This design comes from an exercise in tuning for small area on the open sky130 flow, not from production work.
Only simulation tests tie the RTL to the original design; equivalence was not proved.
No driver is modelled on the clock port, so clock power and skew are understated where the tree is cut down; a real chip needs a root buffer or a tree.
Power and IR drop assume default switching activity.

== build 16 ==
Design home_automation, start of the top module:
module home_automation
    (
        input clk, reset,
        input rx,
        output tx,
        output warning_o, alert_o,
        input AC_push_button,
        input threat,
        input [8-1:0] temparature_i,
        input [8-1:0] WINDOW_STATUS_i,
        input [4-1:0] DOOR_STATUS_i,
        input [11:0] time_i,
        input [7:0] sunlight_level_i,
        output blinds_status_o,
        input wire a,
        input wire b,
        output wire [2:0] led_status,
        input water_meter_status_i,
        input [7:0] home_tap_status_i,
        input gas_meter_i,
        input gas_detector_i,
        input [1:0] stove_status_i,
        output AC_heat_o, AC_cool_o,
        output lock_doors_o, lock_windows_o
    );
Settings: LEC_CHECK=0, CAP_MARGIN=20, CORE_MARGIN=2, CORE_UTILIZATION=40, PLACE_DENSITY=0.6, SLEW_MARGIN=20; clock period 10.0 ns.
standard.sh (not shown) runs the stock make flow with config.mk's settings and CLKGATE_MAP_FILE= SYNTH_SCRIPT=/design/flow/synth_recipe.tcl, a recipe that flattens the netlist after the stock synthesis.
==> flow/flow/run.sh <==
#!/bin/bash
# The standard layout (standard.sh) with these changes:
#  - synthesis is the standard synthesis script with only the ABC mapping
#    script replaced by an area-oriented one (flow/area.abc); registers are
#    mapped before ABC runs, so they are the standard synthesis's registers;
#  - after synthesis (POST_SYNTH hook) every combinational cell is given its
#    smallest drive strength; the standard repair steps resize where needed;
#  - input/output port buffers are sky130_fd_sc_hd__buf_1;
#  - the clock tree uses small clock buffers and no dummy loads; after
#    clock_tree_synthesis (POST_CTS hook, flow/clock_tree.tcl) its eight leaf
#    buffers are regrouped into four clusters around the registers' centroids.
# All ORFS logs stay under orfs/logs; make's own output goes to standard_flow.log.
set -euo pipefail
HERE=$(pwd)
# synthesis script: synth_recipe.tcl, sourcing a copy of ORFS synth.tcl whose
# abc call uses flow/area.abc as its script
sed 's#log_cmd abc {\*}$abc_args#set si [expr {[lsearch $abc_args -script] + 1}]\nset abc_args [lreplace $abc_args $si $si '"$HERE"'/flow/area.abc]\nlog_cmd abc {*}$abc_args#' \
  "$FLOW_HOME/scripts/synth.tcl" > "$HERE/synth_area.tcl"
grep -q 'flow/area.abc' "$HERE/synth_area.tcl"
sed 's#source $::env(SCRIPTS_DIR)/synth.tcl#source '"$HERE"'/synth_area.tcl#' synth_recipe.tcl > "$HERE/synth_recipe_area.tcl"
grep -q 'synth_area.tcl' "$HERE/synth_recipe_area.tcl"
CTS="-sink_clustering_enable -repair_clock_nets -buf_list {sky130_fd_sc_hd__clkbuf_4 sky130_fd_sc_hd__clkbuf_8} -root_buf sky130_fd_sc_hd__clkbuf_8 -dont_use_dummy_load"
bash standard.sh "CLK_ROOT_CELL=sky130_fd_sc_hd__clkbuf_8" \
  "SYNTH_SCRIPT=$HERE/synth_recipe_area.tcl" \
  "ABC_AREA=1" \
  "POST_SYNTH_TCL=$HERE/flow/downsize.tcl" \
  "BUFFER_PORTS_ARGS=-buffer_cell sky130_fd_sc_hd__buf_1" \
  "CTS_ARGS=$CTS" \
  "POST_CTS_TCL=$HERE/flow/clock_tree.tcl" \
  finish > standard_flow.log 2>&1
==> flow/flow/clock_tree.tcl <==
# Merge leaf clock buffers: keep `keep` leaves (those driven by the root),
# move the sinks of each other leaf to the nearest kept one, and give kept
# leaves the master `leaf_master`.
proc merge_clock_leaves { keep leaf_master root_master } {
  set block [ord::get_db_block]
  set db [ord::get_db]
  set clk_net [$block findNet clk]
  set roots {}
  foreach it [$clk_net getITerms] { if { [$it isInputSignal] } { lappend roots [$it getInst] } }
  if { [llength $roots] != 1 } { puts "merge: clock port drives [llength $roots] cells, left as is"; return }
  set root [lindex $roots 0]
  set rout [[$root findITerm X] getNet]
  set leaves {}
  foreach it [$rout getITerms] {
    set inst [$it getInst]
    if { $inst == $root } { continue }
    if { [string match *clkbuf* [[$inst getMaster] getName]] } { lappend leaves $inst }
  }
  # choose kept leaves greedily: farthest-point sampling
  set kept [list [lindex $leaves 0]]
  while { [llength $kept] < $keep && [llength $kept] < [llength $leaves] } {
    set bestd -1; set besti {}
    foreach l $leaves {
      if { [lsearch $kept $l] >= 0 } { continue }
      set lx [lindex [$l getLocation] 0]; set ly [lindex [$l getLocation] 1]
      set md 1e18
      foreach k $kept {
        set d [expr { abs($lx - [lindex [$k getLocation] 0]) + abs($ly - [lindex [$k getLocation] 1]) }]
        if { $d < $md } { set md $d }
      }
      if { $md > $bestd } { set bestd $md; set besti $l }
    }
    lappend kept $besti
  }
  set removed 0
  foreach l $leaves {
    if { [lsearch $kept $l] >= 0 } { continue }
    set lnet [[$l findITerm X] getNet]
    set sinks {}
    foreach sit [$lnet getITerms] { if { [$sit getInst] != $l } { lappend sinks $sit } }
    foreach sit $sinks {
      set bb [[$sit getInst] getLocation]
      set md 1e18; set tgt {}
      foreach k $kept {
        set d [expr { abs([lindex $bb 0] - [lindex [$k getLocation] 0]) + abs([lindex $bb 1] - [lindex [$k getLocation] 1]) }]
        if { $d < $md } { set md $d; set tgt $k }
      }
      $sit disconnect
      $sit connect [[$tgt findITerm X] getNet]
    }
    [$l findITerm A] disconnect
    [$l findITerm X] disconnect
    odb::dbInst_destroy $l
    odb::dbNet_destroy $lnet
    incr removed
  }
  foreach k $kept { $k swapMaster [$db findMaster $leaf_master] }
  $root swapMaster [$db findMaster $root_master]
  puts "merge: removed $removed leaves, kept [llength $kept] ($leaf_master), root $root_master"
}

# Re-cluster the clock sinks: keep `keep` leaf buffers, assign every sink to
# its nearest kept leaf and move each leaf to its cluster's centroid (a few
# Lloyd iterations), with leaf master `leaf_master` and root `root_master`.
proc recluster_clock { keep leaf_master root_master iters } {
  merge_clock_leaves $keep $leaf_master $root_master
  set block [ord::get_db_block]
  set clk_net [$block findNet clk]
  foreach it [$clk_net getITerms] { if { [$it isInputSignal] } { set root [$it getInst] } }
  set rout [[$root findITerm X] getNet]
  set leaves {}
  foreach it [$rout getITerms] {
    set inst [$it getInst]
    if { $inst != $root } { lappend leaves $inst }
  }
  set sinks {}
  foreach l $leaves {
    foreach sit [[[$l findITerm X] getNet] getITerms] { if { [$sit getInst] != $l } { lappend sinks $sit } }
  }
  for { set n 0 } { $n < $iters } { incr n } {
    # centroids
    foreach l $leaves { set sx($l) 0.0; set sy($l) 0.0; set cnt($l) 0 }
    foreach sit $sinks {
      set l [[[$sit getNet] getFirstOutput] getInst]
      set loc [[$sit getInst] getLocation]
      set sx($l) [expr { $sx($l) + [lindex $loc 0] }]
      set sy($l) [expr { $sy($l) + [lindex $loc 1] }]
      incr cnt($l)
    }
    foreach l $leaves {
      if { $cnt($l) > 0 } {
        $l setLocation [expr { int($sx($l) / $cnt($l)) }] [expr { int($sy($l) / $cnt($l)) }]
      }
    }
    # reassign
    foreach sit $sinks {
      set loc [[$sit getInst] getLocation]
      set md 1e18; set tgt {}
      foreach l $leaves {
        set d [expr { abs([lindex $loc 0] - [lindex [$l getLocation] 0]) + abs([lindex $loc 1] - [lindex [$l getLocation] 1]) }]
        if { $d < $md } { set md $d; set tgt $l }
      }
      set tnet [[$tgt findITerm X] getNet]
      if { [$sit getNet] != $tnet } { $sit disconnect; $sit connect $tnet }
    }
  }
  # root at the centroid of the leaves
  set x 0.0; set y 0.0
  foreach l $leaves { set x [expr { $x + [lindex [$l getLocation] 0] }]; set y [expr { $y + [lindex [$l getLocation] 1] }] }
  $root setLocation [expr { int($x / [llength $leaves]) }] [expr { int($y / [llength $leaves]) }]
  foreach l $leaves { puts "recluster: leaf [$l getName] drives [expr {[llength [[[$l findITerm X] getNet] getITerms]] - 1}] sinks" }
}

# POST_CTS hook: the H-tree from clock_tree_synthesis has one root and eight
# leaf buffers; regroup the registers into CLK_LEAVES clusters around their
# centroids, each driven by one leaf buffer, then legalize the placement.
set nleaves 4
if { [info exists ::env(CLK_LEAVES)] } { set nleaves $::env(CLK_LEAVES) }
set leafm sky130_fd_sc_hd__clkbuf_8
if { [info exists ::env(CLK_LEAF_CELL)] } { set leafm $::env(CLK_LEAF_CELL) }
set rootm sky130_fd_sc_hd__clkbuf_4
if { [info exists ::env(CLK_ROOT_CELL)] } { set rootm $::env(CLK_ROOT_CELL) }
recluster_clock $nleaves $leafm $rootm 6
detailed_placement
estimate_parasitics -placement
report_clock_skew
Other scripts of this flow, unchanged in this note and not shown: flow/flow/area.abc, flow/flow/downsize.tcl
Having completed the whole flow, build 16 delivered a layout that passed the timing, design-rule and antenna checks.
## Diff of input files: build 57 against build 16
diff --git a/flow/flow/run.sh b/flow/flow/run.sh
--- a/flow/flow/run.sh
+++ b/flow/flow/run.sh
@@ -21,5 +21,5 @@
 grep -q 'synth_area.tcl' "$HERE/synth_recipe_area.tcl"
 CTS="-sink_clustering_enable -repair_clock_nets -buf_list {sky130_fd_sc_hd__clkbuf_4 sky130_fd_sc_hd__clkbuf_8} -root_buf sky130_fd_sc_hd__clkbuf_8 -dont_use_dummy_load"
-bash standard.sh "CLK_ROOT_CELL=sky130_fd_sc_hd__clkbuf_8" \
+bash standard.sh "CLK_LEAVES=5" \
   "SYNTH_SCRIPT=$HERE/synth_recipe_area.tcl" \
   "ABC_AREA=1" \
Notes after the runs:
Build 57 completed; timing, DRC and antenna clean
Going from build 16 to build 57, the relative contribution of the clock network to total power was found to have gone up by 0.8 points.
The share of the clock period used by the worst path after layout number comes out lower for build 16 vs build 57.
Between build 16 and build 57, the area of the die figures differ only marginally.
Row routed wire length: build 57 higher / build 16 lower
Summary — setup slack of the critical path after layout, build 57 relative to build 16: lower, by 23 ps.
#### Input delta (build 89 over build 57)
diff --git a/flow/flow/run.sh b/flow/flow/run.sh
--- a/flow/flow/run.sh
+++ b/flow/flow/run.sh
@@ -21,5 +21,5 @@
 grep -q 'synth_area.tcl' "$HERE/synth_recipe_area.tcl"
 CTS="-sink_clustering_enable -repair_clock_nets -buf_list {sky130_fd_sc_hd__clkbuf_4 sky130_fd_sc_hd__clkbuf_8} -root_buf sky130_fd_sc_hd__clkbuf_8 -dont_use_dummy_load"
-bash standard.sh "CLK_LEAVES=5" \
+bash standard.sh "CLK_NO_ROOT=1" \
   "SYNTH_SCRIPT=$HERE/synth_recipe_area.tcl" \
   "ABC_AREA=1" \
diff --git a/flow/flow/clock_tree.tcl b/flow/flow/clock_tree.tcl
--- a/flow/flow/clock_tree.tcl
+++ b/flow/flow/clock_tree.tcl
@@ -122,4 +122,18 @@
 if { [info exists ::env(CLK_ROOT_CELL)] } { set rootm $::env(CLK_ROOT_CELL) }
 recluster_clock $nleaves $leafm $rootm 6
+if { [info exists ::env(CLK_NO_ROOT)] && $nleaves <= 4 } {
+  set block [ord::get_db_block]
+  set clk_net [$block findNet clk]
+  foreach it [$clk_net getITerms] { if { [$it isInputSignal] } { set root [$it getInst] } }
+  set rnet [[$root findITerm X] getNet]
+  set lits {}
+  foreach it [$rnet getITerms] { if { [$it getInst] != $root } { lappend lits $it } }
+  foreach it $lits { $it disconnect; $it connect $clk_net }
+  [$root findITerm A] disconnect
+  [$root findITerm X] disconnect
+  odb::dbInst_destroy $root
+  odb::dbNet_destroy $rnet
+  puts "clock_tree: root buffer removed; clock port drives [llength $lits] leaf buffers"
+}
 detailed_placement
 estimate_parasitics -placement
- Build 89 reached the final stage; the timing, design-rule and antenna checks on its layout passed.
- Utilization after layout is lower on build 89
- The lower via count of the routed design of build 57 and build 89 is in build 89.
- Diff build 57..build 89 | number of instances on the worst hold path | negligible
- Between build 57 and build 89, post-route minimum period is lower for build 89, build 57 comes in above that.
- Re headroom to the max-slew limit: build 57 and build 89 aren't equal, and the higher value belongs to build 89.
--- input diff build 89..build 65 ---
diff --git a/flow/flow/clock_tree.tcl b/flow/flow/clock_tree.tcl
--- a/flow/flow/clock_tree.tcl
+++ b/flow/flow/clock_tree.tcl
@@ -93,15 +93,43 @@
       }
     }
-    # reassign
+    # reassign, nearest leaf first but at most `cap` sinks per leaf, so that
+    # the leaves carry equal loads
+    set cap [expr { int(ceil(double([llength $sinks]) / [llength $leaves])) }]
+    set pairs {}
+    set si 0
     foreach sit $sinks {
       set loc [[$sit getInst] getLocation]
-      set md 1e18; set tgt {}
+      set li 0
       foreach l $leaves {
         set d [expr { abs([lindex $loc 0] - [lindex [$l getLocation] 0]) + abs([lindex $loc 1] - [lindex [$l getLocation] 1]) }]
-        if { $d < $md } { set md $d; set tgt $l }
+        lappend pairs [list $d $si $li]
+        incr li
       }
-      set tnet [[$tgt findITerm X] getNet]
+      incr si
+    }
+    set pairs [lsort -real -index 0 $pairs]
+    array unset done; array unset load
+    for { set li 0 } { $li < [llength $leaves] } { incr li } { set load($li) 0 }
+    foreach p $pairs {
+      lassign $p d si li
+      if { [info exists done($si)] || $load($li) >= $cap } { continue }
+      set done($si) 1
+      incr load($li)
+      set sit [lindex $sinks $si]
+      set tnet [[[lindex $leaves $li] findITerm X] getNet]
       if { [$sit getNet] != $tnet } { $sit disconnect; $sit connect $tnet }
     }
+  }
+  # final leaf positions: centroids of their clusters
+  foreach l $leaves { set sx($l) 0.0; set sy($l) 0.0; set cnt($l) 0 }
+  foreach sit $sinks {
+    set l [[[$sit getNet] getFirstOutput] getInst]
+    set loc [[$sit getInst] getLocation]
+    set sx($l) [expr { $sx($l) + [lindex $loc 0] }]
+    set sy($l) [expr { $sy($l) + [lindex $loc 1] }]
+    incr cnt($l)
+  }
+  foreach l $leaves {
+    if { $cnt($l) > 0 } { $l setLocation [expr { int($sx($l) / $cnt($l)) }] [expr { int($sy($l) / $cnt($l)) }] }
   }
   # root at the centroid of the leaves
@@ -121,5 +149,5 @@
 set rootm sky130_fd_sc_hd__clkbuf_4
 if { [info exists ::env(CLK_ROOT_CELL)] } { set rootm $::env(CLK_ROOT_CELL) }
-recluster_clock $nleaves $leafm $rootm 6
+recluster_clock $nleaves $leafm $rootm 10
 if { [info exists ::env(CLK_NO_ROOT)] && $nleaves <= 4 } {
   set block [ord::get_db_block]
Results
Each of the runs, namely build 89 and build 65, reached the end of the flow and came out clean. Register-to-register slack across build 89 and build 65: no real change. Comparing build 89 with build 65, the data arrival time of the worst path came out essentially unchanged. Changes observed in build 65 relative to build 89: global-route wire length before repair moved down, via count moved up, total routed wire length on the met1 layer level, time the final worst path needs with I/O delays and setup moved up. Comparing build 65 with build 89, the net count of the finished layout came out essentially unchanged. Post-detailed-routing wire length delta for build 65 relative to build 89: about 0.34% higher. Looking at build 89 and build 65, the highest achievable clock rate is a wash.

static timing again, ports no longer ideal:
How much do the figures lean on ideal ports? The routed layouts below were timed once more, with nothing changed but the port constraints.
Step 1 (the two cells are an assumption about what drives the block):
set clk [get_ports {clk}]
set_driving_cell -lib_cell sky130_fd_sc_hd__clkbuf_16 $clk
set_driving_cell -lib_cell sky130_fd_sc_hd__buf_2 [delete_from_list [all_inputs] $clk]
Step 2, shift: input delay + t, output delay - t, t = (earliest + latest rising clock arrival at the registers) / 2. This alone moves slack from input paths to output paths.
a / b / c = ideal / step 1 / step 2; a / b = the first two.
run	t, ns	setup WS [ns]	hold slack, ns	clock arrival spread, ns	slew at the worst register clock pin (ns)
build 16	0.353	2.931 / 2.931 / 2.931	0.384 / 0.384 / 0.384	0.023 / 0.023	0.12 / 0.12
build 57	0.399	2.909 / 2.909 / 2.909	0.359 / 0.359 / 0.359	0.034 / 0.035	0.11 / 0.11
build 89	0.217	2.913 / 2.913 / 2.913	0.389 / 0.389 / 0.389	0.026 / 0.025	0.12 / 0.12
build 65	0.220	2.902 / 2.902 / 2.902	0.377 / 0.377 / 0.377	0.007 / 0.007	0.11 / 0.11
After both steps every run listed still meets setup and hold.
